This design comes from an exercise in tuning for small area and a short achievable clock period on the open sky130 flow, not from production work.
At most, simulation tests tie the RTL to the original design; equivalence was not proved.
Only the layout flow was run in run 1; the RTL was not checked for function there.

==> flow/design.v, too long to show whole: its modules and the start of the top module <==
// module mult16_top: 17 lines
// module mul_aoi21: 3 lines
// module mul_fa: 4 lines
// module mul_inv: 3 lines
// module mul_mux2i: 3 lines
// module mul_nand2: 3 lines
// module mul_nor2: 3 lines
// module mul_oai21: 3 lines
// module mul_xnor2: 3 lines
// module mul_xor2: 3 lines
// module multiplier_16bit: 1996 lines
module mult16_top (
  input         clk,
  input  [15:0] a,
  input  [15:0] b,
  output [31:0] p
);
  // ...
==> flow/flow/run.sh <==
#!/bin/bash
# The standard layout (the standard.sh), except that the input and output
# port buffers are buf_2 cells. All of the flow's output goes to standard.log.
set -e
export BUFFER_PORTS_ARGS="-buffer_cell sky130_fd_sc_hd__buf_2"
bash standard.sh > standard.log 2>&1
==> flow/standard.sh <==
#!/bin/bash
# synth_recipe.tcl (not shown) runs the flow's synth.tcl, then flattens the netlist and writes it again
# the make line also repeats each setting of config.mk as NAME=value (left out here)
make -C /OpenROAD-flow-scripts/flow DESIGN_CONFIG=/design/flow/config.mk WORK_HOME=/design/flow/orfs CLKGATE_MAP_FILE= SYNTH_SCRIPT=/design/flow/synth_recipe.tcl "${@:-finish}"
==> flow/config.mk <==
export PLATFORM = sky130hd
export DESIGN_NAME = mult16_top
export DESIGN_NICKNAME = mult16_top
export VERILOG_FILES = /design/flow/design.v
export SDC_FILE = /design/flow/constraint.sdc
export NUM_CORES = 4
export LEC_CHECK = 0
export CAP_MARGIN = 20
export CORE_MARGIN = 2
export CORE_UTILIZATION = 40
export SLEW_MARGIN = 20
export SYNTH_HIERARCHICAL = 1
export SYNTH_MINIMUM_KEEP_SIZE = 0
==> flow/constraint.sdc <==
create_clock -name core_clock -period 15.0 [get_ports {clk}]
set_input_delay 3.0000 -clock core_clock [delete_from_list [all_inputs] [get_ports {clk}]]
set_output_delay 3.0000 -clock core_clock [all_outputs]
set_load 0.01 [all_outputs]
==> summary.md, run 1 <==
Floorplan
• **height of the die** 151 um
• **num rows** 53
• **io pins** 65
• **Core ar.** 21200 sq um

Finish
• **sequential cell count** 64
• **area fraction of clock buffers and clock inverters** 3.16%
• **register containing the most flip-flops in the final layout** p_r
• **registers with the most flip-flops** p_r: 32 flops, a_r: 16 flops, b_r: 16 flops
• **proportion of cell area occupied by registers** 13.6%
• **final core utilization** 44.4%
• **cell group occupying the most layout area** multi-input combinational cells

Yosys
• **cell with the most instances after synthesis** sky130_fd_sc_hd__nor2_1
• **portion of netlist area occupied by mux cells** 2.65%
• **top cells by area in the synthesized netlist** sky130_fd_sc_hd__fa_1, sky130_fd_sc_hd__dfxtp_1, sky130_fd_sc_hd__nor2_1

Setup path
• **critical path's slowest cell** sky130_fd_sc_hd__fa_1
• **FF-to-FF End** p_r[27]
• **arrival time at the worst endpoint** 5.16 ns

Clock network
• **number of clock sinks** 64

Detailed routing
• **router iterations before antenna repair** 4

Outcome
• **result of the run** timing/DRC/antenna clean

Worst hold path
• **worst-case hold path end point** p_r[0]

STA
• **fmax** 202 MHz

Run
• **Maximum Capacitance Violations** 0

==> run 2: changes to the inputs <==
--- a/flow/design.v
+++ b/flow/design.v
@@ -1058,68 +1058,16 @@
   wire n1011;
   wire n1012;
   wire n1013;
   wire n1014;
   wire n1015;
   wire n1016;
   wire n1017;
   wire n1018;
-  wire n1019;
-  wire n1020;
-  wire n1021;
-  wire n1022;
-  wire n1023;
-  wire n1024;
-  wire n1025;
-  wire n1026;
-  wire n1027;
-  wire n1028;
-  wire n1029;
-  wire n1030;
-  wire n1031;
-  wire n1032;
-  wire n1033;
-  wire n1034;
-  wire n1035;
-  wire n1036;
-  wire n1037;
-  wire n1038;
-  wire n1039;
-  wire n1040;
-  wire n1041;
-  wire n1042;
-  wire n1043;
-  wire n1044;
-  wire n1045;
-  wire n1046;
-  wire n1047;
-  wire n1048;
-  wire n1049;
-  wire n1050;
-  wire n1051;
-  wire n1052;
-  wire n1053;
-  wire n1054;
-  wire n1055;
-  wire n1056;
-  wire n1057;
-  wire n1058;
-  wire n1059;
-  wire n1060;
-  wire n1061;
-  wire n1062;
-  wire n1063;
-  wire n1064;
-  wire n1065;
-  wire n1066;
-  wire n1067;
-  wire n1068;
-  wire n1069;
-  wire n1070;
   mul_inv u0 (.a(a[0]), .y(n1));
   mul_inv u1 (.a(a[0]), .y(n2));
   mul_inv u2 (.a(a[1]), .y(n3));
   mul_inv u3 (.a(a[1]), .y(n4));
   mul_inv u4 (.a(a[2]), .y(n5));
   mul_inv u5 (.a(a[2]), .y(n6));
   mul_inv u6 (.a(a[3]), .y(n7));
   mul_inv u7 (.a(a[3]), .y(n8));
@@ -1787,256 +1735,204 @@
   mul_aoi21 u669 (.a1(n847), .a2(n845), .b1(n846), .y(n848));
   mul_oai21 u670 (.a1(n785), .a2(n783), .b1(n786), .y(n849));
   mul_nor2 u671 (.a(n785), .b(n782), .y(n850));
   mul_aoi21 u672 (.a1(n850), .a2(n845), .b1(n849), .y(n851));
   mul_oai21 u673 (.a1(n788), .a2(n851), .b1(n789), .y(n852));
   mul_inv u674 (.a(n792), .y(n853));
   mul_inv u675 (.a(n791), .y(n854));
   mul_aoi21 u676 (.a1(n854), .a2(n852), .b1(n853), .y(n855));
-  mul_oai21 u677 (.a1(n794), .a2(n792), .b1(n795), .y(n856));
-  mul_nor2 u678 (.a(n794), .b(n791), .y(n857));
-  mul_aoi21 u679 (.a1(n857), .a2(n852), .b1(n856), .y(n858));
-  mul_nor2 u680 (.a(n435), .b(n795), .y(n859));
-  mul_nor2 u681 (.a(n435), .b(n794), .y(n860));
-  mul_inv u682 (.a(n859), .y(n861));
-  mul_inv u683 (.a(n860), .y(n862));
-  mul_oai21 u684 (.a1(n862), .a2(n855), .b1(n861), .y(n863));
-  mul_inv u685 (.a(n798), .y(n864));
-  mul_inv u686 (.a(n797), .y(n865));
-  mul_aoi21 u687 (.a1(n865), .a2(n863), .b1(n864), .y(n866));
+  mul_oai21 u677 (.a1(n794), .a2(n855), .b1(n795), .y(n856));
+  mul_nor2 u678 (.a(n435), .b(n795), .y(n857));
+  mul_nor2 u679 (.a(n435), .b(n794), .y(n858));
+  mul_inv u680 (.a(n857), .y(n859));
+  mul_inv u681 (.a(n858), .y(n860));
+  mul_oai21 u682 (.a1(n860), .a2(n855), .b1(n859), .y(n861));
+  mul_inv u683 (.a(n798), .y(n862));
+  mul_inv u684 (.a(n797), .y(n863));
+  mul_aoi21 u685 (.a1(n863), .a2(n861), .b1(n862), .y(n864));
+  mul_inv u686 (.a(n486), .y(n865));
+  mul_nor2 u687 (.a(n865), .b(n798), .y(n866));
   mul_inv u688 (.a(n486), .y(n867));
-  mul_nor2 u689 (.a(n867), .b(n798), .y(n868));
-  mul_inv u690 (.a(n486), .y(n869));
-  mul_nor2 u691 (.a(n869), .b(n797), .y(n870));
-  mul_aoi21 u692 (.a1(n870), .a2(n863), .b1(n868), .y(n871));
-  mul_aoi21 u693 (.a1(n799), .a2(n868), .b1(n800), .y(n872));
-  mul_nand2 u694 (.a(n799), .b(n870), .y(n873));
-  mul_inv u695 (.a(n863), .y(n874));
-  mul_oai21 u696 (.a1(n873), .a2(n874), .b1(n872), .y(n875));
-  mul_nand2 u697 (.a(n545), .b(n800), .y(n876));
-  mul_nand2 u698 (.a(n545), .b(n799), .y(n877));
-  mul_oai21 u699 (.a1(n877), .a2(n871), .b1(n876), .y(n878));
-  mul_inv u700 (.a(n545), .y(n879));
-  mul_nor2 u701 (.a(n802), .b(n879), .y(n880));
-  mul_inv u702 (.a(n803), .y(n881));
-  mul_aoi21 u703 (.a1(n880), .a2(n875), .b1(n881), .y(n882));
-  mul_oai21 u704 (.a1(n804), .a2(n803), .b1(n805), .y(n883));
-  mul_nor2 u705 (.a(n804), .b(n802), .y(n884));
-  mul_aoi21 u706 (.a1(n884), .a2(n878), .b1(n883), .y(n885));
-  mul_inv u707 (.a(n807), .y(n886));
-  mul_inv u708 (.a(n806), .y(n887));
-  mul_aoi21 u709 (.a1(n887), .a2(n883), .b1(n886), .y(n888));
-  mul_nand2 u710 (.a(n887), .b(n884), .y(n889));
-  mul_inv u711 (.a(n878), .y(n890));
-  mul_oai21 u712 (.a1(n889), .a2(n890), .b1(n888), .y(n891));
-  mul_inv u713 (.a(n807), .y(n892));
-  mul_aoi21 u714 (.a1(n808), .a2(n892), .b1(n809), .y(n893));
-  mul_inv u715 (.a(n808), .y(n894));
-  mul_nor2 u716 (.a(n894), .b(n806), .y(n895));
-  mul_inv u717 (.a(n895), .y(n896));
-  mul_inv u718 (.a(n883), .y(n897));
-  mul_oai21 u719 (.a1(n896), .a2(n897), .b1(n893), .y(n898));
-  mul_inv u720 (.a(n884), .y(n899));
-  mul_nor2 u721 (.a(n896), .b(n899), .y(n900));
-  mul_aoi21 u722 (.a1(n900), .a2(n878), .b1(n898), .y(n901));
-  mul_inv u723 (.a(n812), .y(n902));
-  mul_inv u724 (.a(n811), .y(n903));
-  mul_aoi21 u725 (.a1(n903), .a2(n809), .b1(n902), .y(n904));
-  mul_nand2 u726 (.a(n903), .b(n808), .y(n905));
-  mul_oai21 u727 (.a1(n806), .a2(n805), .b1(n807), .y(n906));
-  mul_nor2 u728 (.a(n806), .b(n804), .y(n907));
-  mul_inv u729 (.a(n904), .y(n908));
-  mul_inv u730 (.a(n905), .y(n909));
-  mul_aoi21 u731 (.a1(n909), .a2(n906), .b1(n908), .y(n910));
-  mul_nand2 u732 (.a(n909), .b(n907), .y(n911));
-  mul_oai21 u733 (.a1(n911), .a2(n882), .b1(n910), .y(n912));
-  mul_oai21 u734 (.a1(n814), .a2(n812), .b1(n815), .y(n913));
-  mul_nor2 u735 (.a(n814), .b(n811), .y(n914));
-  mul_aoi21 u736 (.a1(n914), .a2(n809), .b1(n913), .y(n915));
-  mul_nand2 u737 (.a(n914), .b(n808), .y(n916));
-  mul_inv u738 (.a(n906), .y(n917));
-  mul_oai21 u739 (.a1(n916), .a2(n917), .b1(n915), .y(n918));
-  mul_inv u740 (.a(n916), .y(n919));
-  mul_nand2 u741 (.a(n919), .b(n907), .y(n920));
-  mul_inv u742 (.a(n920), .y(n921));
-  mul_inv u743 (.a(n918), .y(n922));
-  mul_inv u744 (.a(n921), .y(n923));
-  mul_oai21 u745 (.a1(n923), .a2(n882), .b1(n922), .y(n924));
-  mul_oai21 u746 (.a1(n817), .a2(n815), .b1(n818), .y(n925));
-  mul_nor2 u747 (.a(n817), .b(n814), .y(n926));
-  mul_inv u748 (.a(n925), .y(n927));
-  mul_inv u749 (.a(n926), .y(n928));
-  mul_oai21 u750 (.a1(n928), .a2(n904), .b1(n927), .y(n929));
-  mul_nor2 u751 (.a(n928), .b(n905), .y(n930));
-  mul_aoi21 u752 (.a1(n930), .a2(n906), .b1(n929), .y(n931));
-  mul_nand2 u753 (.a(n930), .b(n907), .y(n932));
-  mul_oai21 u754 (.a1(n932), .a2(n882), .b1(n931), .y(n933));
-  mul_aoi21 u755 (.a1(n820), .a2(n925), .b1(n821), .y(n934));
-  mul_nand2 u756 (.a(n820), .b(n926), .y(n935));
-  mul_oai21 u757 (.a1(n935), .a2(n910), .b1(n934), .y(n936));
-  mul_nor2 u758 (.a(n935), .b(n911), .y(n937));
-  mul_inv u759 (.a(n882), .y(n938));
-  mul_aoi21 u760 (.a1(n937), .a2(n938), .b1(n936), .y(n939));
-  mul_aoi21 u761 (.a1(n823), .a2(n821), .b1(n824), .y(n940));
-  mul_nand2 u762 (.a(n823), .b(n820), .y(n941));
-  mul_inv u763 (.a(n940), .y(n942));
-  mul_inv u764 (.a(n941), .y(n943));
-  mul_aoi21 u765 (.a1(n943), .a2(n925), .b1(n942), .y(n944));
-  mul_nand2 u766 (.a(n943), .b(n926), .y(n945));
-  mul_oai21 u767 (.a1(n945), .a2(n910), .b1(n944), .y(n946));
-  mul_nor2 u768 (.a(n945), .b(n911), .y(n947));
-  mul_inv u769 (.a(n882), .y(n948));
-  mul_aoi21 u770 (.a1(n947), .a2(n948), .b1(n946), .y(n949));
-  mul_aoi21 u771 (.a1(n826), .a2(n824), .b1(n827), .y(n950));
-  mul_nand2 u772 (.a(n826), .b(n823), .y(n951));
-  mul_inv u773 (.a(n821), .y(n952));
-  mul_oai21 u774 (.a1(n951), .a2(n952), .b1(n950), .y(n953));
-  mul_inv u775 (.a(n951), .y(n954));
-  mul_nand2 u776 (.a(n954), .b(n820), .y(n955));
-  mul_inv u777 (.a(n955), .y(n956));
-  mul_aoi21 u778 (.a1(n956), .a2(n925), .b1(n953), .y(n957));
-  mul_nand2 u779 (.a(n956), .b(n926), .y(n958));
-  mul_oai21 u780 (.a1(n958), .a2(n910), .b1(n957), .y(n959));
-  mul_nor2 u781 (.a(n958), .b(n911), .y(n960));
-  mul_inv u782 (.a(n882), .y(n961));
+  mul_nor2 u689 (.a(n867), .b(n797), .y(n868));
+  mul_aoi21 u690 (.a1(n868), .a2(n861), .b1(n866), .y(n869));
+  mul_inv u691 (.a(n800), .y(n870));
+  mul_inv u692 (.a(n799), .y(n871));
+  mul_oai21 u693 (.a1(n871), .a2(n869), .b1(n870), .y(n872));
+  mul_nand2 u694 (.a(n545), .b(n800), .y(n873));
+  mul_nand2 u695 (.a(n545), .b(n799), .y(n874));
+  mul_oai21 u696 (.a1(n874), .a2(n869), .b1(n873), .y(n875));
+  mul_oai21 u697 (.a1(n802), .a2(n873), .b1(n803), .y(n876));
+  mul_nor2 u698 (.a(n802), .b(n874), .y(n877));
+  mul_inv u699 (.a(n869), .y(n878));
+  mul_aoi21 u700 (.a1(n877), .a2(n878), .b1(n876), .y(n879));
+  mul_oai21 u701 (.a1(n804), .a2(n879), .b1(n805), .y(n880));
+  mul_oai21 u702 (.a1(n806), .a2(n805), .b1(n807), .y(n881));
+  mul_nor2 u703 (.a(n806), .b(n804), .y(n882));
+  mul_inv u704 (.a(n881), .y(n883));
+  mul_inv u705 (.a(n882), .y(n884));
+  mul_oai21 u706 (.a1(n884), .a2(n879), .b1(n883), .y(n885));
+  mul_aoi21 u707 (.a1(n808), .a2(n881), .b1(n809), .y(n886));
+  mul_nand2 u708 (.a(n808), .b(n882), .y(n887));
+  mul_oai21 u709 (.a1(n887), .a2(n879), .b1(n886), .y(n888));
+  mul_inv u710 (.a(n812), .y(n889));
+  mul_inv u711 (.a(n811), .y(n890));
+  mul_aoi21 u712 (.a1(n890), .a2(n809), .b1(n889), .y(n891));
+  mul_nand2 u713 (.a(n890), .b(n808), .y(n892));
+  mul_inv u714 (.a(n891), .y(n893));
+  mul_inv u715 (.a(n892), .y(n894));
+  mul_aoi21 u716 (.a1(n894), .a2(n881), .b1(n893), .y(n895));
+  mul_nand2 u717 (.a(n894), .b(n882), .y(n896));
+  mul_oai21 u718 (.a1(n896), .a2(n879), .b1(n895), .y(n897));
+  mul_oai21 u719 (.a1(n814), .a2(n812), .b1(n815), .y(n898));
+  mul_nor2 u720 (.a(n814), .b(n811), .y(n899));
+  mul_inv u721 (.a(n898), .y(n900));
+  mul_inv u722 (.a(n899), .y(n901));
+  mul_oai21 u723 (.a1(n901), .a2(n886), .b1(n900), .y(n902));
+  mul_nor2 u724 (.a(n901), .b(n887), .y(n903));
+  mul_inv u725 (.a(n879), .y(n904));
+  mul_aoi21 u726 (.a1(n903), .a2(n904), .b1(n902), .y(n905));
+  mul_inv u727 (.a(n818), .y(n906));
+  mul_inv u728 (.a(n817), .y(n907));
+  mul_aoi21 u729 (.a1(n907), .a2(n898), .b1(n906), .y(n908));
+  mul_nand2 u730 (.a(n907), .b(n899), .y(n909));
+  mul_oai21 u731 (.a1(n909), .a2(n886), .b1(n908), .y(n910));
+  mul_nor2 u732 (.a(n909), .b(n887), .y(n911));
+  mul_inv u733 (.a(n879), .y(n912));
+  mul_aoi21 u734 (.a1(n911), .a2(n912), .b1(n910), .y(n913));
+  mul_oai21 u735 (.a1(n817), .a2(n815), .b1(n818), .y(n914));
+  mul_nor2 u736 (.a(n817), .b(n814), .y(n915));
+  mul_aoi21 u737 (.a1(n820), .a2(n914), .b1(n821), .y(n916));
+  mul_nand2 u738 (.a(n820), .b(n915), .y(n917));
+  mul_oai21 u739 (.a1(n917), .a2(n895), .b1(n916), .y(n918));
+  mul_nor2 u740 (.a(n917), .b(n896), .y(n919));
+  mul_inv u741 (.a(n879), .y(n920));
+  mul_aoi21 u742 (.a1(n919), .a2(n920), .b1(n918), .y(n921));
+  mul_aoi21 u743 (.a1(n823), .a2(n821), .b1(n824), .y(n922));
+  mul_nand2 u744 (.a(n823), .b(n820), .y(n923));
+  mul_inv u745 (.a(n922), .y(n924));
+  mul_inv u746 (.a(n923), .y(n925));
+  mul_aoi21 u747 (.a1(n925), .a2(n914), .b1(n924), .y(n926));
+  mul_nand2 u748 (.a(n925), .b(n915), .y(n927));
+  mul_oai21 u749 (.a1(n927), .a2(n895), .b1(n926), .y(n928));
+  mul_nor2 u750 (.a(n927), .b(n896), .y(n929));
+  mul_inv u751 (.a(n879), .y(n930));
+  mul_aoi21 u752 (.a1(n929), .a2(n930), .b1(n928), .y(n931));
+  mul_aoi21 u753 (.a1(n826), .a2(n824), .b1(n827), .y(n932));
+  mul_nand2 u754 (.a(n826), .b(n823), .y(n933));
+  mul_inv u755 (.a(n821), .y(n934));
+  mul_oai21 u756 (.a1(n933), .a2(n934), .b1(n932), .y(n935));
+  mul_inv u757 (.a(n933), .y(n936));
+  mul_nand2 u758 (.a(n936), .b(n820), .y(n937));
+  mul_inv u759 (.a(n937), .y(n938));
+  mul_aoi21 u760 (.a1(n938), .a2(n914), .b1(n935), .y(n939));
+  mul_nand2 u761 (.a(n938), .b(n915), .y(n940));
+  mul_oai21 u762 (.a1(n940), .a2(n895), .b1(n939), .y(n941));
+  mul_nor2 u763 (.a(n940), .b(n896), .y(n942));
+  mul_inv u764 (.a(n879), .y(n943));
+  mul_aoi21 u765 (.a1(n942), .a2(n943), .b1(n941), .y(n944));
+  mul_oai21 u766 (.a1(n829), .a2(n932), .b1(n830), .y(n945));
+  mul_nor2 u767 (.a(n829), .b(n933), .y(n946));
+  mul_inv u768 (.a(n945), .y(n947));
+  mul_inv u769 (.a(n946), .y(n948));
+  mul_oai21 u770 (.a1(n948), .a2(n916), .b1(n947), .y(n949));
+  mul_nor2 u771 (.a(n948), .b(n917), .y(n950));
+  mul_aoi21 u772 (.a1(n950), .a2(n897), .b1(n949), .y(n951));
+  mul_oai21 u773 (.a1(n831), .a2(n830), .b1(n832), .y(n952));
+  mul_nor2 u774 (.a(n831), .b(n829), .y(n953));
+  mul_aoi21 u775 (.a1(n953), .a2(n827), .b1(n952), .y(n954));
+  mul_nand2 u776 (.a(n953), .b(n826), .y(n955));
+  mul_oai21 u777 (.a1(n955), .a2(n926), .b1(n954), .y(n956));
+  mul_nor2 u778 (.a(n955), .b(n927), .y(n957));
+  mul_aoi21 u779 (.a1(n957), .a2(n897), .b1(n956), .y(n958));
+  mul_oai21 u780 (.a1(n833), .a2(n832), .b1(n834), .y(n959));
+  mul_nor2 u781 (.a(n833), .b(n831), .y(n960));
+  mul_inv u782 (.a(n830), .y(n961));
   mul_aoi21 u783 (.a1(n960), .a2(n961), .b1(n959), .y(n962));
-  mul_inv u784 (.a(n830), .y(n963));
-  mul_inv u785 (.a(n829), .y(n964));
-  mul_aoi21 u786 (.a1(n964), .a2(n827), .b1(n963), .y(n965));
-  mul_nand2 u787 (.a(n964), .b(n826), .y(n966));
-  mul_inv u788 (.a(n824), .y(n967));
-  mul_oai21 u789 (.a1(n966), .a2(n967), .b1(n965), .y(n968));
-  mul_inv u790 (.a(n823), .y(n969));
-  mul_nor2 u791 (.a(n966), .b(n969), .y(n970));
-  mul_inv u792 (.a(n818), .y(n971));
-  mul_aoi21 u793 (.a1(n820), .a2(n971), .b1(n821), .y(n972));
-  mul_inv u794 (.a(n817), .y(n973));
-  mul_nand2 u795 (.a(n820), .b(n973), .y(n974));
-  mul_inv u796 (.a(n913), .y(n975));
-  mul_oai21 u797 (.a1(n974), .a2(n975), .b1(n972), .y(n976));
-  mul_inv u798 (.a(n914), .y(n977));
-  mul_nor2 u799 (.a(n974), .b(n977), .y(n978));
-  mul_aoi21 u800 (.a1(n970), .a2(n976), .b1(n968), .y(n979));
-  mul_nand2 u801 (.a(n970), .b(n978), .y(n980));
-  mul_oai21 u802 (.a1(n980), .a2(n901), .b1(n979), .y(n981));
-  mul_oai21 u803 (.a1(n831), .a2(n830), .b1(n832), .y(n982));
-  mul_nor2 u804 (.a(n831), .b(n829), .y(n983));
-  mul_aoi21 u805 (.a1(n983), .a2(n827), .b1(n982), .y(n984));
-  mul_nand2 u806 (.a(n983), .b(n826), .y(n985));
-  mul_inv u807 (.a(n824), .y(n986));
-  mul_oai21 u808 (.a1(n985), .a2(n986), .b1(n984), .y(n987));
-  mul_inv u809 (.a(n823), .y(n988));
-  mul_nor2 u810 (.a(n985), .b(n988), .y(n989));
-  mul_aoi21 u811 (.a1(n989), .a2(n976), .b1(n987), .y(n990));
-  mul_nand2 u812 (.a(n989), .b(n978), .y(n991));
-  mul_oai21 u813 (.a1(n991), .a2(n901), .b1(n990), .y(n992));
-  mul_oai21 u814 (.a1(n833), .a2(n832), .b1(n834), .y(n993));
-  mul_nor2 u815 (.a(n833), .b(n831), .y(n994));
-  mul_inv u816 (.a(n830), .y(n995));
-  mul_aoi21 u817 (.a1(n994), .a2(n995), .b1(n993), .y(n996));
-  mul_inv u818 (.a(n994), .y(n997));
-  mul_nor2 u819 (.a(n997), .b(n829), .y(n998));
-  mul_inv u820 (.a(n998), .y(n999));
-  mul_oai21 u821 (.a1(n999), .a2(n950), .b1(n996), .y(n1000));
-  mul_nor2 u822 (.a(n999), .b(n951), .y(n1001));
-  mul_aoi21 u823 (.a1(n1001), .a2(n976), .b1(n1000), .y(n1002));
-  mul_nand2 u824 (.a(n1001), .b(n978), .y(n1003));
-  mul_oai21 u825 (.a1(n1003), .a2(n901), .b1(n1002), .y(n1004));
-  mul_oai21 u826 (.a1(n835), .a2(n834), .b1(n836), .y(n1005));
-  mul_nor2 u827 (.a(n835), .b(n833), .y(n1006));
-  mul_inv u828 (.a(n832), .y(n1007));
-  mul_aoi21 u829 (.a1(n1006), .a2(n1007), .b1(n1005), .y(n1008));
-  mul_inv u830 (.a(n1006), .y(n1009));
-  mul_nor2 u831 (.a(n1009), .b(n831), .y(n1010));
-  mul_inv u832 (.a(n1010), .y(n1011));
-  mul_oai21 u833 (.a1(n1011), .a2(n830), .b1(n1008), .y(n1012));
-  mul_nor2 u834 (.a(n1011), .b(n829), .y(n1013));
-  mul_inv u835 (.a(n1012), .y(n1014));
-  mul_inv u836 (.a(n1013), .y(n1015));
-  mul_oai21 u837 (.a1(n1015), .a2(n950), .b1(n1014), .y(n1016));
-  mul_nor2 u838 (.a(n1015), .b(n951), .y(n1017));
-  mul_aoi21 u839 (.a1(n1017), .a2(n976), .b1(n1016), .y(n1018));
-  mul_nand2 u840 (.a(n1017), .b(n978), .y(n1019));
-  mul_oai21 u841 (.a1(n1019), .a2(n901), .b1(n1018), .y(n1020));
-  mul_oai21 u842 (.a1(n837), .a2(n836), .b1(n838), .y(n1021));
-  mul_nor2 u843 (.a(n837), .b(n835), .y(n1022));
-  mul_inv u844 (.a(n1021), .y(n1023));
-  mul_inv u845 (.a(n1022), .y(n1024));
-  mul_oai21 u846 (.a1(n1024), .a2(n834), .b1(n1023), .y(n1025));
-  mul_nor2 u847 (.a(n1024), .b(n833), .y(n1026));
-  mul_inv u848 (.a(n832), .y(n1027));
-  mul_aoi21 u849 (.a1(n1026), .a2(n1027), .b1(n1025), .y(n1028));
-  mul_inv u850 (.a(n1026), .y(n1029));
-  mul_nor2 u851 (.a(n1029), .b(n831), .y(n1030));
-  mul_inv u852 (.a(n1030), .y(n1031));
-  mul_oai21 u853 (.a1(n1031), .a2(n830), .b1(n1028), .y(n1032));
-  mul_nor2 u854 (.a(n1031), .b(n829), .y(n1033));
-  mul_inv u855 (.a(n1032), .y(n1034));
-  mul_inv u856 (.a(n1033), .y(n1035));
-  mul_oai21 u857 (.a1(n1035), .a2(n950), .b1(n1034), .y(n1036));
-  mul_nor2 u858 (.a(n1035), .b(n951), .y(n1037));
-  mul_aoi21 u859 (.a1(n1037), .a2(n976), .b1(n1036), .y(n1038));
-  mul_nand2 u860 (.a(n1037), .b(n978), .y(n1039));
-  mul_oai21 u861 (.a1(n1039), .a2(n901), .b1(n1038), .y(n1040));
-  mul_inv u862 (.a(n776), .y(n1041));
-  mul_xnor2 u863 (.a(n777), .b(n321), .y(n1042));
-  mul_xnor2 u864 (.a(n840), .b(n325), .y(n1043));
-  mul_xnor2 u865 (.a(n842), .b(n331), .y(n1044));
-  mul_xor2 u866 (.a(n844), .b(n779), .y(n1045));
-  mul_xnor2 u867 (.a(n845), .b(n782), .y(n1046));
-  mul_xor2 u868 (.a(n848), .b(n785), .y(n1047));
-  mul_xor2 u869 (.a(n851), .b(n788), .y(n1048));
-  mul_xnor2 u870 (.a(n852), .b(n791), .y(n1049));
-  mul_xor2 u871 (.a(n855), .b(n794), .y(n1050));
-  mul_xor2 u872 (.a(n858), .b(n435), .y(n1051));
-  mul_xnor2 u873 (.a(n863), .b(n797), .y(n1052));
-  mul_xnor2 u874 (.a(n866), .b(n486), .y(n1053));
-  mul_xnor2 u875 (.a(n871), .b(n799), .y(n1054));
-  mul_xor2 u876 (.a(n875), .b(n545), .y(n1055));
-  mul_xnor2 u877 (.a(n878), .b(n802), .y(n1056));
-  mul_xor2 u878 (.a(n882), .b(n804), .y(n1057));
-  mul_xor2 u879 (.a(n885), .b(n806), .y(n1058));
-  mul_xor2 u880 (.a(n891), .b(n808), .y(n1059));
-  mul_xor2 u881 (.a(n901), .b(n811), .y(n1060));
-  mul_xnor2 u882 (.a(n912), .b(n814), .y(n1061));
-  mul_xnor2 u883 (.a(n924), .b(n817), .y(n1062));
-  mul_xor2 u884 (.a(n933), .b(n820), .y(n1063));
-  mul_xnor2 u885 (.a(n939), .b(n823), .y(n1064));
-  mul_xnor2 u886 (.a(n949), .b(n826), .y(n1065));
-  mul_xor2 u887 (.a(n962), .b(n829), .y(n1066));
-  mul_xnor2 u888 (.a(n981), .b(n831), .y(n1067));
-  mul_xnor2 u889 (.a(n992), .b(n833), .y(n1068));
-  mul_xnor2 u890 (.a(n1004), .b(n835), .y(n1069));
-  mul_xnor2 u891 (.a(n1020), .b(n837), .y(n1070));
+  mul_inv u784 (.a(n960), .y(n963));
+  mul_nor2 u785 (.a(n963), .b(n829), .y(n964));
+  mul_inv u786 (.a(n964), .y(n965));
+  mul_inv u787 (.a(n827), .y(n966));
+  mul_oai21 u788 (.a1(n965), .a2(n966), .b1(n962), .y(n967));
+  mul_inv u789 (.a(n826), .y(n968));
+  mul_nor2 u790 (.a(n965), .b(n968), .y(n969));
+  mul_inv u791 (.a(n967), .y(n970));
+  mul_inv u792 (.a(n969), .y(n971));
+  mul_oai21 u793 (.a1(n971), .a2(n926), .b1(n970), .y(n972));
+  mul_nor2 u794 (.a(n971), .b(n927), .y(n973));
+  mul_aoi21 u795 (.a1(n973), .a2(n897), .b1(n972), .y(n974));
+  mul_oai21 u796 (.a1(n835), .a2(n834), .b1(n836), .y(n975));
+  mul_nor2 u797 (.a(n835), .b(n833), .y(n976));
+  mul_aoi21 u798 (.a1(n976), .a2(n952), .b1(n975), .y(n977));
+  mul_nand2 u799 (.a(n976), .b(n953), .y(n978));
+  mul_oai21 u800 (.a1(n978), .a2(n944), .b1(n977), .y(n979));
+  mul_oai21 u801 (.a1(n837), .a2(n836), .b1(n838), .y(n980));
+  mul_nor2 u802 (.a(n837), .b(n835), .y(n981));
+  mul_inv u803 (.a(n980), .y(n982));
+  mul_inv u804 (.a(n981), .y(n983));
+  mul_oai21 u805 (.a1(n983), .a2(n834), .b1(n982), .y(n984));
+  mul_nor2 u806 (.a(n983), .b(n833), .y(n985));
+  mul_aoi21 u807 (.a1(n985), .a2(n952), .b1(n984), .y(n986));
+  mul_nand2 u808 (.a(n985), .b(n953), .y(n987));
+  mul_oai21 u809 (.a1(n987), .a2(n944), .b1(n986), .y(n988));
+  mul_inv u810 (.a(n776), .y(n989));
+  mul_xnor2 u811 (.a(n777), .b(n321), .y(n990));
+  mul_xnor2 u812 (.a(n840), .b(n325), .y(n991));
+  mul_xnor2 u813 (.a(n842), .b(n331), .y(n992));
+  mul_xor2 u814 (.a(n844), .b(n779), .y(n993));
+  mul_xnor2 u815 (.a(n845), .b(n782), .y(n994));
+  mul_xor2 u816 (.a(n848), .b(n785), .y(n995));
+  mul_xor2 u817 (.a(n851), .b(n788), .y(n996));
+  mul_xnor2 u818 (.a(n852), .b(n791), .y(n997));
+  mul_xor2 u819 (.a(n855), .b(n794), .y(n998));
+  mul_xnor2 u820 (.a(n856), .b(n435), .y(n999));
+  mul_xnor2 u821 (.a(n861), .b(n797), .y(n1000));
+  mul_xnor2 u822 (.a(n864), .b(n486), .y(n1001));
+  mul_xnor2 u823 (.a(n869), .b(n799), .y(n1002));
+  mul_xor2 u824 (.a(n872), .b(n545), .y(n1003));
+  mul_xnor2 u825 (.a(n875), .b(n802), .y(n1004));
+  mul_xor2 u826 (.a(n879), .b(n804), .y(n1005));
+  mul_xnor2 u827 (.a(n880), .b(n806), .y(n1006));
+  mul_xor2 u828 (.a(n885), .b(n808), .y(n1007));
+  mul_xnor2 u829 (.a(n888), .b(n811), .y(n1008));
+  mul_xnor2 u830 (.a(n897), .b(n814), .y(n1009));
+  mul_xor2 u831 (.a(n905), .b(n817), .y(n1010));
+  mul_xnor2 u832 (.a(n913), .b(n820), .y(n1011));
+  mul_xnor2 u833 (.a(n921), .b(n823), .y(n1012));
+  mul_xnor2 u834 (.a(n931), .b(n826), .y(n1013));
+  mul_xor2 u835 (.a(n944), .b(n829), .y(n1014));
+  mul_xor2 u836 (.a(n951), .b(n831), .y(n1015));
+  mul_xor2 u837 (.a(n958), .b(n833), .y(n1016));
+  mul_xor2 u838 (.a(n974), .b(n835), .y(n1017));
+  mul_xnor2 u839 (.a(n979), .b(n837), .y(n1018));
   assign o[0] = n65;
-  assign o[1] = n1041;
-  assign o[2] = n1042;
-  assign o[3] = n1043;
-  assign o[4] = n1044;
-  assign o[5] = n1045;
-  assign o[6] = n1046;
-  assign o[7] = n1047;
-  assign o[8] = n1048;
-  assign o[9] = n1049;
-  assign o[10] = n1050;
-  assign o[11] = n1051;
-  assign o[12] = n1052;
-  assign o[13] = n1053;
-  assign o[14] = n1054;
-  assign o[15] = n1055;
-  assign o[16] = n1056;
-  assign o[17] = n1057;
-  assign o[18] = n1058;
-  assign o[19] = n1059;
-  assign o[20] = n1060;
-  assign o[21] = n1061;
-  assign o[22] = n1062;
-  assign o[23] = n1063;
-  assign o[24] = n1064;
-  assign o[25] = n1065;
-  assign o[26] = n1066;
-  assign o[27] = n1067;
-  assign o[28] = n1068;
-  assign o[29] = n1069;
-  assign o[30] = n1070;
-  assign o[31] = n1040;
+  assign o[1] = n989;
+  assign o[2] = n990;
+  assign o[3] = n991;
+  assign o[4] = n992;
+  assign o[5] = n993;
+  assign o[6] = n994;
+  assign o[7] = n995;
+  assign o[8] = n996;
+  assign o[9] = n997;
+  assign o[10] = n998;
+  assign o[11] = n999;
+  assign o[12] = n1000;
+  assign o[13] = n1001;
+  assign o[14] = n1002;
+  assign o[15] = n1003;
+  assign o[16] = n1004;
+  assign o[17] = n1005;
+  assign o[18] = n1006;
+  assign o[19] = n1007;
+  assign o[20] = n1008;
+  assign o[21] = n1009;
+  assign o[22] = n1010;
+  assign o[23] = n1011;
+  assign o[24] = n1012;
+  assign o[25] = n1013;
+  assign o[26] = n1014;
+  assign o[27] = n1015;
+  assign o[28] = n1016;
+  assign o[29] = n1017;
+  assign o[30] = n1018;
+  assign o[31] = n988;
 endmodule
==> run 2 against run 1 <==
  * Still clean
  * Core utilization is 0.21 points lower
  * Sequential share of layout area rose by 0.28 points
  * Cell count is 4.0% lower
  * Critical path depth increased by 1
  * Fmax shrank 1.5%
  * Design area is 2.0% lower
  * Non-clock buffer count did not move
  * Die area is 2.7% lower
  * Hold slack better by 0.00082 ns
  * Clock skew increased by 0.0088 ns
  * Critical path type unchanged
  * Critical endpoint is now p_r[29]
  * Largest cell class unchanged
==> summary.md, run 2 <==
Yosys
• **flop and latch count out of synthesis** 64
• **sequential element share of the synthesized area** 15.2%
• **most used flip-flop cell after synthesis** sky130_fd_sc_hd__dfxtp_1
• **Post-Synthesis Net Count** 1147
• **cell with the most instances after synthesis** sky130_fd_sc_hd__nor2_1
• **Gate Count Post-Synth** 936
• **count of flip-flops with a built-in enable after synthesis** 0
• **per-instance average area after synthesis** 9.01 sq um
• **cell types with the highest counts after synthesis** sky130_fd_sc_hd__nor2_1, sky130_fd_sc_hd__fa_1, sky130_fd_sc_hd__inv_1, sky130_fd_sc_hd__xnor2_1, sky130_fd_sc_hd__dfxtp_1
• **post-synth top area cell** sky130_fd_sc_hd__fa_1
• **number of distinct library cells after synthesis** 11
• **combined area of all synthesized cells** 8430 sq um
• **fraction of post-synthesis cell area in the top cell type by area** 42.3%
• **top cells by area in the synthesized netlist** sky130_fd_sc_hd__fa_1, sky130_fd_sc_hd__dfxtp_1, sky130_fd_sc_hd__nor2_1
• **total of warnings raised by yosys** 7
• **async set-or-reset flop fraction in the synthesized netlist** 0%

STA
• **number of failing setup endpoints in the final timing report** 0
• **final total negative setup slack** 0 ns
• **worst slew margin relative to its limit** 67.0%
• **minimum hold slack** 0.635 ns
• **maximum clock skew at final layout** 0.0185 ns
• **Hold Vio Cnt, Final** 0
• **setup repair after global routing missed its margin** no
• **fmax** 199 MHz, -1.5%
• **Slew @ Worst Pin** 0.495 ns
• **post-layout minimum cycle time** 5.02 ns
• **Setup WS post-layout** 9.98 ns
• **final clock period utilization by the worst path** 33.4%
• **final number of max-transition violations** 0

Clock network
• **worst-case clock buffer depth** 2
• **insertion delay of the later-clocked pin in the worst-skew pair** 0.36 ns
• **total clock buffers created by CTS** 9
• **clock tree from TritonCTS** yes
• **H-Tree Level Count** 3
• **Resize count post-CTS** 0
• **root buf cell** sky130_fd_sc_hd__clkbuf_16
• **post-CTS setup buffers** 0
• **number of clock sinks** 64, unchanged
• **CTS Hold Buffers Added** 0
• **clock slew at reported path FFs** 0.06 ns

Finish
• **commonest non-fill, non-tap cell in the layout** sky130_fd_sc_hd__nor2_1
• **registers with the most flip-flops** p_r: 32 flops, a_r: 16 flops, b_r: 16 flops
• **antenna diode count** 0
• **share of cells above drive strength 1** 10.9%
• **number of flip-flops in the largest register** 32
• **final layout net count** 1190
• **FF/Latch Area** 1280 sq um
• **Fill cells** 2115
• **register containing the most flip-flops in the final layout** p_r
• **leading cell types in the layout, fill and taps excluded** sky130_fd_sc_hd__nor2_1, sky130_fd_sc_hd__fa_1, sky130_fd_sc_hd__inv_1
• **area of combinational cells with multiple inputs** 6390 sq um
• **final core utilization** 44.2%, -0.21 points
• **P&R area growth vs syn** 9.19%

Setup path
• **kind of end point of the critical path** flop
• **startpoint type of the worst setup path** flop
• **arrival time at the worst endpoint** 5.23 ns, +0.07 ns
• **number of cells traversed by the worst register-to-register path** 18
• **endpoint required time on the critical path** 15.22 ns
• **category of the most critical setup path** flop to flop
• **biggest fanout along the worst timing path** 10

Detailed routing
• **routed via count** 6098
• **residual DRC count** 0
• **total routed wirelength** 19800 um
• **ratio of routed vias to standard cells** 4.84
• **post-route antenna net violation count** 0
• **Iter 0 DRT Violations** 284
• **router iterations before antenna repair** 5, +1
• **post-detailed-route wirelength per cell** 15.8 um

Place
• **port bufs** 64
• **detailed placer's ending HPWL** 16300 um
• **global placement routability congestion** 0.849
• **worst setup slack before clock tree synthesis** 9.91 ns

Floorplan
• **num rows** 53, unchanged
• **overall die width** 149 um
• **height of the die** 149 um, -1.4%
• **io pins** 65, unchanged
• **initial cell density of the core** 40.5%
• **area of the die** 22300 sq um
• **Core ar.** 20800 sq um, -1.6%

Outcome
• **result of the run** timing/DRC/antenna clean

Global routing
• **maximum number of pins on one net before global-route repair** 14
• **GRT overflow** 0
• **antenna violations before repair** 0
• **wire length of the first global-routing pass** 33800 um
• **Tot GR Track Use** 19.8%
• **via count of the first global-routing pass** 6784

Worst hold path
• **hold depth** 2
• **worst min-delay path class** flop to flop

Run
• **Maximum Capacitance Violations** 0, unchanged

-- run 2: path summary, 6_finish.rpt --
| kind | start | end | slack (ns) |
|---|---|---|---|
| setup / recovery | b_r[7] | p_r[29] | 9.98 |
| hold / removal | a_r[0] | p_r[0] | 0.63 |
| setup reg to reg | b_r[7] | p_r[29] | 9.98 |
| hold reg to reg | a_r[0] | p_r[0] | 0.63 |
-- run 2: critical path: stages (launching register included) --
cell and delay [ns]:
sky130_fd_sc_hd__dfxtp_1 0.32, sky130_fd_sc_hd__inv_1 0.27, sky130_fd_sc_hd__nor2_1 0.12, sky130_fd_sc_hd__fa_1 0.44
sky130_fd_sc_hd__fa_1 0.44, sky130_fd_sc_hd__fa_1 0.39, sky130_fd_sc_hd__fa_1 0.39, sky130_fd_sc_hd__xnor2_1 0.27
sky130_fd_sc_hd__xnor2_1 0.19, sky130_fd_sc_hd__nand2_1 0.10, sky130_fd_sc_hd__xnor2_1 0.26, sky130_fd_sc_hd__mux2i_1 0.29
sky130_fd_sc_hd__xor2_1 0.28, sky130_fd_sc_hd__nand2_1 0.11, sky130_fd_sc_hd__nor2_1 0.15, sky130_fd_sc_hd__a21oi_2 0.16
sky130_fd_sc_hd__o21ai_1 0.43, sky130_fd_sc_hd__a21oi_2 0.11, sky130_fd_sc_hd__xor2_1 0.16
-- run 2: layer usage --
metal | track usage [%] | vias up | part of all wire, %
li1 | - | 2831 | -
met2 | 36.0 | 194 | 53
met3 | 2.78 | 49 | 4.6
met1 | 23.6 | 3024 | 38
met5 | 0 | - | 0
met4 | 8.10 | 0 | 3.7
-- run 2: layout make-up --
cell class                      instances  share of cell area (%)
Clock inverter                          7                    1.36
Multi-Input combinational cell        701                    69.4
Timing Repair Buffer                   64                    3.48
Inverter                              139                    5.67
Sequential cell                        64                    13.9
Tap cell                              275                    3.74
Clock buffer                            9                    2.45
-- run 2: logic make-up after synthesis --
logic type | synth area share, %
and+or+nand+nor | 14.8
adders and majority gates | 42.3
buffers and inverters | 9.04
xor gates and xnor gates | 11.2
DFF | 15.2
AOI/OAI and AO/OA | 4.76
muxes | 2.73
-- run 2: through the flow --
stage | area (sq um) | std cells
CTS | 9210 | 1259
global placement | 8850 | 1243
global route | 9210 | 1259
detailed placement | 8850 | 1243
finish | 9210 | 1259
floorplan | 8430 | 936
-- run 2: per-module statistics from Yosys (local to each module, per instance) --
module	cells inside	area [sq um]
mult16_top	64	1280
mul_mux2i	1	10.0
mul_inv	1	3.75
mul_aoi21	1	8.76
mul_fa	1	20.0
mul_xnor2	1	8.76
mul_xor2	1	8.76
mul_nand2	1	3.75
mul_nor2	1	3.75
multiplier_16bit	32	240
mul_oai21	1	5.00
==> run 3: changes to the inputs <==
--- a/flow/config.mk
+++ b/flow/config.mk
@@ -9,4 +9,7 @@
 export CORE_MARGIN = 2
 export CORE_UTILIZATION = 40
+export CTS_BUF_LIST = sky130_fd_sc_hd__clkbuf_8
+export CTS_CLUSTER_DIAMETER = 300
+export CTS_CLUSTER_SIZE = 64
 export SLEW_MARGIN = 20
 export SYNTH_HIERARCHICAL = 1
==> run 3 against run 2 <==
  * Via count fell by 0.84%
  * Cell count did not move
  * Setup slack got worse by 0.014 ns
  * Clock skew rose by 0.0047 ns
  * Synthesized cell count did not move
  * Critical path depth fell by 2
  * Critical path type unchanged
==> summary.md, run 3 <==
Floorplan
• **initial cell density of the core** 40.5%, unchanged
• **num rows** 53, unchanged
• **io pins** 65, unchanged
• **overall die width** 149 um, unchanged
• **Core ar.** 20800 sq um, unchanged
• **area of the die** 22300 sq um, unchanged
• **height of the die** 149 um, unchanged

Detailed routing
• **met2 WL post-DR** 10600 um, +0.45%
• **ratio of routed vias to standard cells** 4.80, -0.84%
• **post-detailed-route wirelength per cell** 15.8 um, +0.21%
• **total routed wirelength** 19900 um, +0.21%
• **residual DRC count** 0, unchanged
• **met3 layer wire length in the routed design** 785 um, -14%
• **highest routed layer** met4
• **post-route antenna net violation count** 0, unchanged
• **Iter 0 DRT Violations** 278, -2.1%
• **router iterations before antenna repair** 5, unchanged
• **routed via count** 6047, -0.84%
• **Met1 Routed Length** 7810 um, +2.3%

Setup path
• **number of cells traversed by the worst register-to-register path** 16, -2
• **kind of end point of the critical path** flop
• **reg-to-reg critical path startpoint** b_r[11]
• **setup slack of the worst register-to-register path** 9.97 ns, about the same
• **FF-to-FF End** p_r[29]
• **category of the most critical setup path** flop to flop
• **Critical Path Most Common Cell** sky130_fd_sc_hd__fa_1
• **crit path cell chain** inv_1 -> nor2_1 -> fa_1 -> fa_1 -> fa_1 -> fa_1 -> xnor2_1 -> mux2i_1 -> xnor2_1 -> mux2i_1 -> xnor2_1 -> nor2_1 -> a21oi_2 -> o21ai_1 -> a21oi_2 -> xor2_1
• **startpoint type of the worst setup path** flop
• **stage delay of the slowest cell on the critical path** 0.51 ns, +0.07 ns
• **biggest fanout along the worst timing path** 10, unchanged
• **endpoint required time on the critical path** 15.30 ns, +0.08 ns
• **critical path's slowest cell** sky130_fd_sc_hd__fa_1
• **arrival time at the worst endpoint** 5.33 ns, +0.10 ns

Clock network
• **insertion delay of the later-clocked pin in the worst-skew pair** 0.39 ns, +0.03 ns
• **H-Tree Level Count** 3, unchanged
• **root buf cell** sky130_fd_sc_hd__clkbuf_8
• **CTS Hold Buffers Added** 0, unchanged
• **clock tree from TritonCTS** yes
• **number of clock sinks** 64, unchanged
• **post-CTS setup buffers** 0, unchanged
• **total clock buffers created by CTS** 9, unchanged
• **worst-case clock buffer depth** 2, unchanged
• **clock slew at reported path FFs** 0.11 ns, +0.05 ns
• **Resize count post-CTS** 0, unchanged

Outcome
• **result of the run** timing/DRC/antenna clean

Run
• **Maximum Capacitance Violations** 0, unchanged

Yosys
• **post-synth top area cell** sky130_fd_sc_hd__fa_1
• **top cells by area in the synthesized netlist** sky130_fd_sc_hd__fa_1, sky130_fd_sc_hd__dfxtp_1, sky130_fd_sc_hd__nor2_1
• **cell types with the highest counts after synthesis** sky130_fd_sc_hd__nor2_1, sky130_fd_sc_hd__fa_1, sky130_fd_sc_hd__inv_1, sky130_fd_sc_hd__xnor2_1, sky130_fd_sc_hd__dfxtp_1
• **cell with the most instances after synthesis** sky130_fd_sc_hd__nor2_1
• **fraction of post-synthesis cell area in the top cell type by area** 42.3%, unchanged
• **sequential element share of the synthesized area** 15.2%, unchanged
• **most used flip-flop cell after synthesis** sky130_fd_sc_hd__dfxtp_1
• **async set-or-reset flop fraction in the synthesized netlist** 0%, unchanged
• **number of distinct library cells after synthesis** 11, unchanged
• **per-instance average area after synthesis** 9.01 sq um, unchanged
• **Gate Count Post-Synth** 936, unchanged
• **count of flip-flops with a built-in enable after synthesis** 0, unchanged
• **flop and latch count out of synthesis** 64, unchanged
• **total of warnings raised by yosys** 7, unchanged
• **Post-Synthesis Net Count** 1147, unchanged
• **combined area of all synthesized cells** 8430 sq um, unchanged

STA
• **maximum clock skew at final layout** 0.0233 ns, +0.00472 ns
• **Hold Vio Cnt, Final** 0, unchanged
• **setup repair after global routing missed its margin** no
• **post-layout minimum cycle time** 5.03 ns, +0.0143 ns
• **fmax** 199 MHz, -0.28%
• **final total negative setup slack** 0 ns, unchanged
• **Slew @ Worst Pin** 0.496 ns, +0.000285 ns
• **final clock period utilization by the worst path** 33.5%, +0.095 points
• **number of failing setup endpoints in the final timing report** 0, unchanged
• **final number of max-transition violations** 0, unchanged
• **worst slew margin relative to its limit** 67.0%, about the same

Finish
• **commonest non-fill, non-tap cell in the layout** sky130_fd_sc_hd__nor2_1
• **registers with the most flip-flops** p_r: 32 flops, a_r: 16 flops, b_r: 16 flops
• **P&R area growth vs syn** 7.98%
• **number of flip-flops in the largest register** 32, unchanged
• **register containing the most flip-flops in the final layout** p_r
• **Final Instance Count excl. Fillers** 1259, unchanged
• **antenna diode count** 0, unchanged
• **share of cells above drive strength 1** 10.9%, unchanged
• **final layout net count** 1190, unchanged
• **leading cell types in the layout, fill and taps excluded** sky130_fd_sc_hd__nor2_1, sky130_fd_sc_hd__fa_1, sky130_fd_sc_hd__inv_1

Worst hold path
• **worst-case hold path end point** p_r[0]
• **hold depth** 2, unchanged
• **min-delay src** a_r[0]
• **worst min-delay path class** flop to flop

Global routing
• **antenna violations before repair** 0, unchanged
• **Tot GR Track Use** 19.9%, about the same
• **GRT overflow** 0, unchanged
• **via count of the first global-routing pass** 6780, -0.059%
• **maximum number of pins on one net before global-route repair** 14, unchanged
• **wire length of the first global-routing pass** 33800 um, -0.14%

Place
• **global placement routability congestion** 0.849, unchanged
• **port bufs** 64, unchanged
• **placed insts** 1243, unchanged
• **detailed placer's ending HPWL** 16300 um, unchanged

==> run 3: cell counts after synthesis <==
Identical to the previous run, type by type.
==> run 3: how the worst max path moves through the flow <==
| stage | start | end | slack (ns) |
|---|---|---|---|
| 2_1_floorplan | b_r[8] | p_r[28] | 10.38 |
| 6_report | b_r[11] | p_r[29] | 9.97 |
| 3_3_place_gp | b_r[7] | p_r[28] | 10.04 |
| 3_5_place_dp | b_r[7] | p_r[29] | 9.91 |
| 4_1_cts | b_r[7] | p_r[29] | 9.90 |
| 5_1_grt | b_r[7] | p_r[29] | 9.51 |
==> run 3: worst max-delay path: cells and delay by family, from the launching register on <==
| family | cells | cell delay, ns |
|---|---|---|
| AOI/OAI and AO/OA | 3 | 0.92 |
| and+or+nand+nor | 2 | 0.21 |
| muxes | 2 | 0.58 |
| DFF | 1 | 0.33 |
| xor gates and xnor gates | 4 | 0.83 |
| adders and majority gates | 4 | 1.82 |
| buffers and inverters | 1 | 0.24 |
==> run 3: kinds of logic (layout without fill, tap and decap cells) <==
family | Yosys count | in the layout | synth area share [%]
buffers and inverters | 171 | 219 | 9.04
adder cells (fa/ha/maj) | 178 | 178 | 42.3
XOR/XNOR | 108 | 108 | 11.2
AO/OA/AOI/OAI | 60 | 60 | 4.76
flip-flops | 64 | 64 | 15.2
multiplexers | 23 | 23 | 2.73
AND/OR/NAND/NOR | 332 | 332 | 14.8
==> run 3: through the flow <==
step / area, sq um / hold slack [ns] / setup slack, ns / util [%]
after floorplan: 8430 / 0.612 / 10.38 / -
after global placement: 8850 / 0.608 / 10.04 / 42.5
after detailed placement: 8850 / 0.615 / 9.91 / 42.5
after CTS: 9100 / 0.636 / 9.90 / 43.7
after global routing: 9100 / 0.680 / 9.51 / 43.7
final: 9100 / 0.643 / 9.97 / 43.7
==> run 3: final cells by class <==
cell class / count / area [sq um]
multi-input combinational: 701 / 6390
timing repair buffer: 64 / 320
clock inverter: 7 / 125
clock buffer: 9 / 124
fill: 2129 / 11700
sequential: 64 / 1280
tap: 275 / 344
inverter: 139 / 522
==> run 3: per-module statistics from Yosys (local to each module, per instance), a selection <==
module / cell area [sq um] / times used / flops+latches / cells
mul_nand2: 3.75 / 44 / 0 / 1
mul_xor2: 8.76 / 17 / 0 / 1
mul_aoi21: 8.76 / 27 / 0 / 1
mul_inv: 3.75 / 139 / 0 / 1
mul_xnor2: 8.76 / 91 / 0 / 1
mul_nor2: 3.75 / 288 / 0 / 1
mul_oai21: 5.00 / 33 / 0 / 1
==> run 3: layer usage <==
| layer | track usage (%) | vias up |
|---|---|---|
| met1 | 23.5 | 3012 |
| met5 | 0 | - |
| li1 | - | 2826 |
| met4 | 7.57 | 0 |
| met2 | 36.1 | 164 |
| met3 | 3.18 | 45 |
==> run 4: changes to the inputs <==
--- a/flow/config.mk
+++ b/flow/config.mk
@@ -9,7 +9,7 @@
 export CORE_MARGIN = 2
 export CORE_UTILIZATION = 40
-export CTS_BUF_LIST = sky130_fd_sc_hd__clkbuf_8
-export CTS_CLUSTER_DIAMETER = 300
-export CTS_CLUSTER_SIZE = 64
+export CTS_BUF_LIST = sky130_fd_sc_hd__clkbuf_4 sky130_fd_sc_hd__clkbuf_8
+export CTS_CLUSTER_DIAMETER = 200
+export CTS_CLUSTER_SIZE = 32
 export SLEW_MARGIN = 20
 export SYNTH_HIERARCHICAL = 1
==> run 4 against run 3 <==
  * Highest routed layer unchanged
  * Still clean
  * Setup slack unchanged
  * Critical path type unchanged
  * Sequential share of layout area unchanged
  * Via count unchanged
  * Die area unchanged
==> summary.md, run 4 <==
Outcome
• **result of the run** timing/DRC/antenna clean

STA
• **maximum clock skew at final layout** 0.0233 ns, unchanged
• **worst slew margin relative to its limit** 67.0%, unchanged
• **Hold Vio Cnt, Final** 0, unchanged
• **post-layout minimum cycle time** 5.03 ns, unchanged
• **fmax** 199 MHz, unchanged
• **final clock period utilization by the worst path** 33.5%, unchanged
• **Slew @ Worst Pin** 0.496 ns, unchanged
• **minimum hold slack** 0.643 ns, unchanged
• **setup repair after global routing missed its margin** no
• **number of failing setup endpoints in the final timing report** 0, unchanged
• **final number of max-transition violations** 0, unchanged
• **final total negative setup slack** 0 ns, unchanged

Run
• **Maximum Capacitance Violations** 0, unchanged

Global routing
• **via count of the first global-routing pass** 6780, unchanged
• **GRT overflow** 0, unchanged
• **maximum number of pins on one net before global-route repair** 14, unchanged
• **grt met3 use** 3.18%, unchanged
• **met1 track demand over resource in global routing** 23.5%, unchanged
• **wire length of the first global-routing pass** 33800 um, unchanged
• **global routing's busiest layer** met2
• **grt met2 use** 36.1%, unchanged
• **antenna violations before repair** 0, unchanged
• **Tot GR Track Use** 19.9%, unchanged

Clock network
• **worst-case clock buffer depth** 2, unchanged
• **total clock buffers created by CTS** 9, unchanged
• **CTS Hold Buffers Added** 0, unchanged
• **number of clock sinks** 64, unchanged
• **root buf cell** sky130_fd_sc_hd__clkbuf_8
• **clock tree from TritonCTS** yes
• **insertion delay of the later-clocked pin in the worst-skew pair** 0.39 ns, about the same
• **Resize count post-CTS** 0, unchanged
• **clock slew at reported path FFs** 0.11 ns, about the same
• **H-Tree Level Count** 3, unchanged
• **post-CTS setup buffers** 0, unchanged

Finish
• **share of cells above drive strength 1** 10.9%, unchanged
• **commonest non-fill, non-tap cell in the layout** sky130_fd_sc_hd__nor2_1
• **leading cell types in the layout, fill and taps excluded** sky130_fd_sc_hd__nor2_1, sky130_fd_sc_hd__fa_1, sky130_fd_sc_hd__inv_1
• **final layout net count** 1190, unchanged
• **register containing the most flip-flops in the final layout** p_r
• **final core utilization** 43.7%, unchanged
• **Fill cells** 2129, unchanged
• **P&R area growth vs syn** 7.98%, unchanged
• **registers with the most flip-flops** p_r: 32 flops, a_r: 16 flops, b_r: 16 flops
• **number of flip-flops in the largest register** 32, unchanged
• **antenna diode count** 0, unchanged

Setup path
• **reg-to-reg critical path startpoint** b_r[11]
• **setup slack of the worst register-to-register path** 9.97 ns, about the same
• **capture point of the critical path** p_r[29]
• **crit path cell chain** inv_1 -> nor2_1 -> fa_1 -> fa_1 -> fa_1 -> fa_1 -> xnor2_1 -> mux2i_1 -> xnor2_1 -> mux2i_1 -> xnor2_1 -> nor2_1 -> a21oi_2 -> o21ai_1 -> a21oi_2 -> xor2_1
• **number of cells traversed by the worst register-to-register path** 16, unchanged
• **kind of end point of the critical path** flop
• **Critical Path Source** b_r[11]
• **critical path's slowest cell** sky130_fd_sc_hd__fa_1
• **Critical Path Most Common Cell** sky130_fd_sc_hd__fa_1
• **category of the most critical setup path** flop to flop
• **biggest fanout along the worst timing path** 10, unchanged
• **arrival time at the worst endpoint** 5.33 ns, about the same
• **stage delay of the slowest cell on the critical path** 0.51 ns, about the same
• **endpoint required time on the critical path** 15.30 ns, about the same
• **FF-to-FF End** p_r[29]
• **startpoint type of the worst setup path** flop

Detailed routing
• **router iterations before antenna repair** 5, unchanged
• **residual DRC count** 0, unchanged
• **Iter 0 DRT Violations** 278, unchanged
• **total routed wirelength** 19900 um, unchanged
• **routed via count** 6047, unchanged
• **post-route antenna net violation count** 0, unchanged
• **ratio of routed vias to standard cells** 4.80, unchanged
• **post-detailed-route wirelength per cell** 15.8 um, unchanged

Yosys
• **count of flip-flops with a built-in enable after synthesis** 0, unchanged
• **Post-Synthesis Net Count** 1147, unchanged
• **post-synth top area cell** sky130_fd_sc_hd__fa_1
• **combined area of all synthesized cells** 8430 sq um, unchanged
• **number of distinct library cells after synthesis** 11, unchanged
• **sequential element share of the synthesized area** 15.2%, unchanged
• **fraction of post-synthesis cell area in the top cell type by area** 42.3%, unchanged
• **most used flip-flop cell after synthesis** sky130_fd_sc_hd__dfxtp_1
• **Gate Count Post-Synth** 936, unchanged
• **flop and latch count out of synthesis** 64, unchanged
• **cell types with the highest counts after synthesis** sky130_fd_sc_hd__nor2_1, sky130_fd_sc_hd__fa_1, sky130_fd_sc_hd__inv_1, sky130_fd_sc_hd__xnor2_1, sky130_fd_sc_hd__dfxtp_1
• **per-instance average area after synthesis** 9.01 sq um, unchanged
• **cell with the most instances after synthesis** sky130_fd_sc_hd__nor2_1
• **async set-or-reset flop fraction in the synthesized netlist** 0%, unchanged
• **total of warnings raised by yosys** 7, unchanged
• **top cells by area in the synthesized netlist** sky130_fd_sc_hd__fa_1, sky130_fd_sc_hd__dfxtp_1, sky130_fd_sc_hd__nor2_1

Place
• **global placement routability congestion** 0.849, unchanged
• **detailed placer's ending HPWL** 16300 um, unchanged
• **port bufs** 64, unchanged

Worst hold path
• **hold depth** 2, unchanged
• **worst min-delay path class** flop to flop

Floorplan
• **num rows** 53, unchanged
• **Core ar.** 20800 sq um, unchanged
• **overall die width** 149 um, unchanged
• **height of the die** 149 um, unchanged
• **area of the die** 22300 sq um, unchanged
• **io pins** 65, unchanged
• **initial cell density of the core** 40.5%, unchanged

==> run 4: stage by stage <==
step	setup slack [ns]	cells	area (sq um)
floorplan	10.38	936	8430
global placement	10.04	1243	8850
detailed placement	9.91	1243	8850
CTS	9.90	1259	9100
global route	9.51	1259	9100
finish	9.97	1259	9100
==> run 4: Yosys stat by module, one instance, submodules excluded <==
module / flip-flops and latches / cells / cell area [sq um]
mult16_top: 64 / 64 / 1280
multiplier_16bit: 0 / 32 / 240
mul_fa: 0 / 1 / 20.0
mul_mux2i: 0 / 1 / 10.0
mul_aoi21: 0 / 1 / 8.76
mul_xnor2: 0 / 1 / 8.76
mul_xor2: 0 / 1 / 8.76
mul_oai21: 0 / 1 / 5.00
mul_inv: 0 / 1 / 3.75
mul_nand2: 0 / 1 / 3.75
mul_nor2: 0 / 1 / 3.75
==> run 4: area by class of cell <==
| cell class | count | area [sq um] | area share [%] |
|---|---|---|---|
| multi-input combinational | 701 | 6390 | 70.2 |
| clock inverter | 7 | 125 | 1.37 |
| timing repair buffer | 64 | 320 | 3.52 |
| inverter | 139 | 522 | 5.73 |
| sequential | 64 | 1280 | 14.1 |
| clock buffer | 9 | 124 | 1.36 |
| tap | 275 | 344 | 3.78 |
==> run 4: cells by family after synthesis <==
family,synth area share (%)
mux,2.73
xor+xnor,11.2
flops,15.2
fa+ha+maj,42.3
simple gates,14.8
compound gates,4.76
buf+inv,9.04
==> run 4: worst min path at each step <==
stage | end | startpoint | slack [ns]
3_3_place_gp | p_r[0] | a_r[0] | 0.61
2_1_floorplan | p_r[0] | a_r[0] | 0.61
4_1_cts | p_r[0] | a_r[0] | 0.64
5_1_grt | p_r[0] | a_r[0] | 0.68
6_report | p_r[0] | a_r[0] | 0.64
3_5_place_dp | p_r[0] | a_r[0] | 0.62
==> run 4: metal layers <==
layer / vias up / share of wire, %
li1: 2826 / -
met1: 3012 / 39
met2: 164 / 53
met3: 45 / 3.9
met4: 0 / 3.4
met5: - / 0
==> run 4: critical path, delay by kind of cell (launching register included) <==
| kind | cells | cell delay (ns) |
|---|---|---|
| muxes | 2 | 0.58 |
| adders and majority gates | 4 | 1.82 |
| AOI/OAI and AO/OA | 3 | 0.92 |
| DFF | 1 | 0.33 |
| and+or+nand+nor | 2 | 0.21 |
| xor gates and xnor gates | 4 | 0.83 |
| buffers and inverters | 1 | 0.24 |

-- re-timing with driven ports --
In the flow no input, the clock included, has a driving cell. The finished layouts below were timed again as built, in two steps.
Step 1 assumes that a clkbuf_16 drives the clock port and a buf_2 every other input.
Step 2, shift: input delay + t, output delay - t, t = (earliest + latest rising clock arrival at the registers) / 2. This alone moves slack from input paths to output paths.
Three values: ideal, step 1, step 2; two values: the first two.
| run | t, ns | setup WS [ns] | cell pins on the clock port's net |
|---|---|---|---|
| run 1 | 0.390 | 10.057 / 10.057 / 10.057 | 1 |
| run 2 | 0.394 | 9.983 / 9.983 / 9.983 | 1 |
| run 3 | 0.414 | 9.968 / 9.968 / 9.968 | 1 |
| run 4 | 0.414 | 9.968 / 9.968 / 9.968 | 1 |
After both steps setup and hold are still met in every run listed.
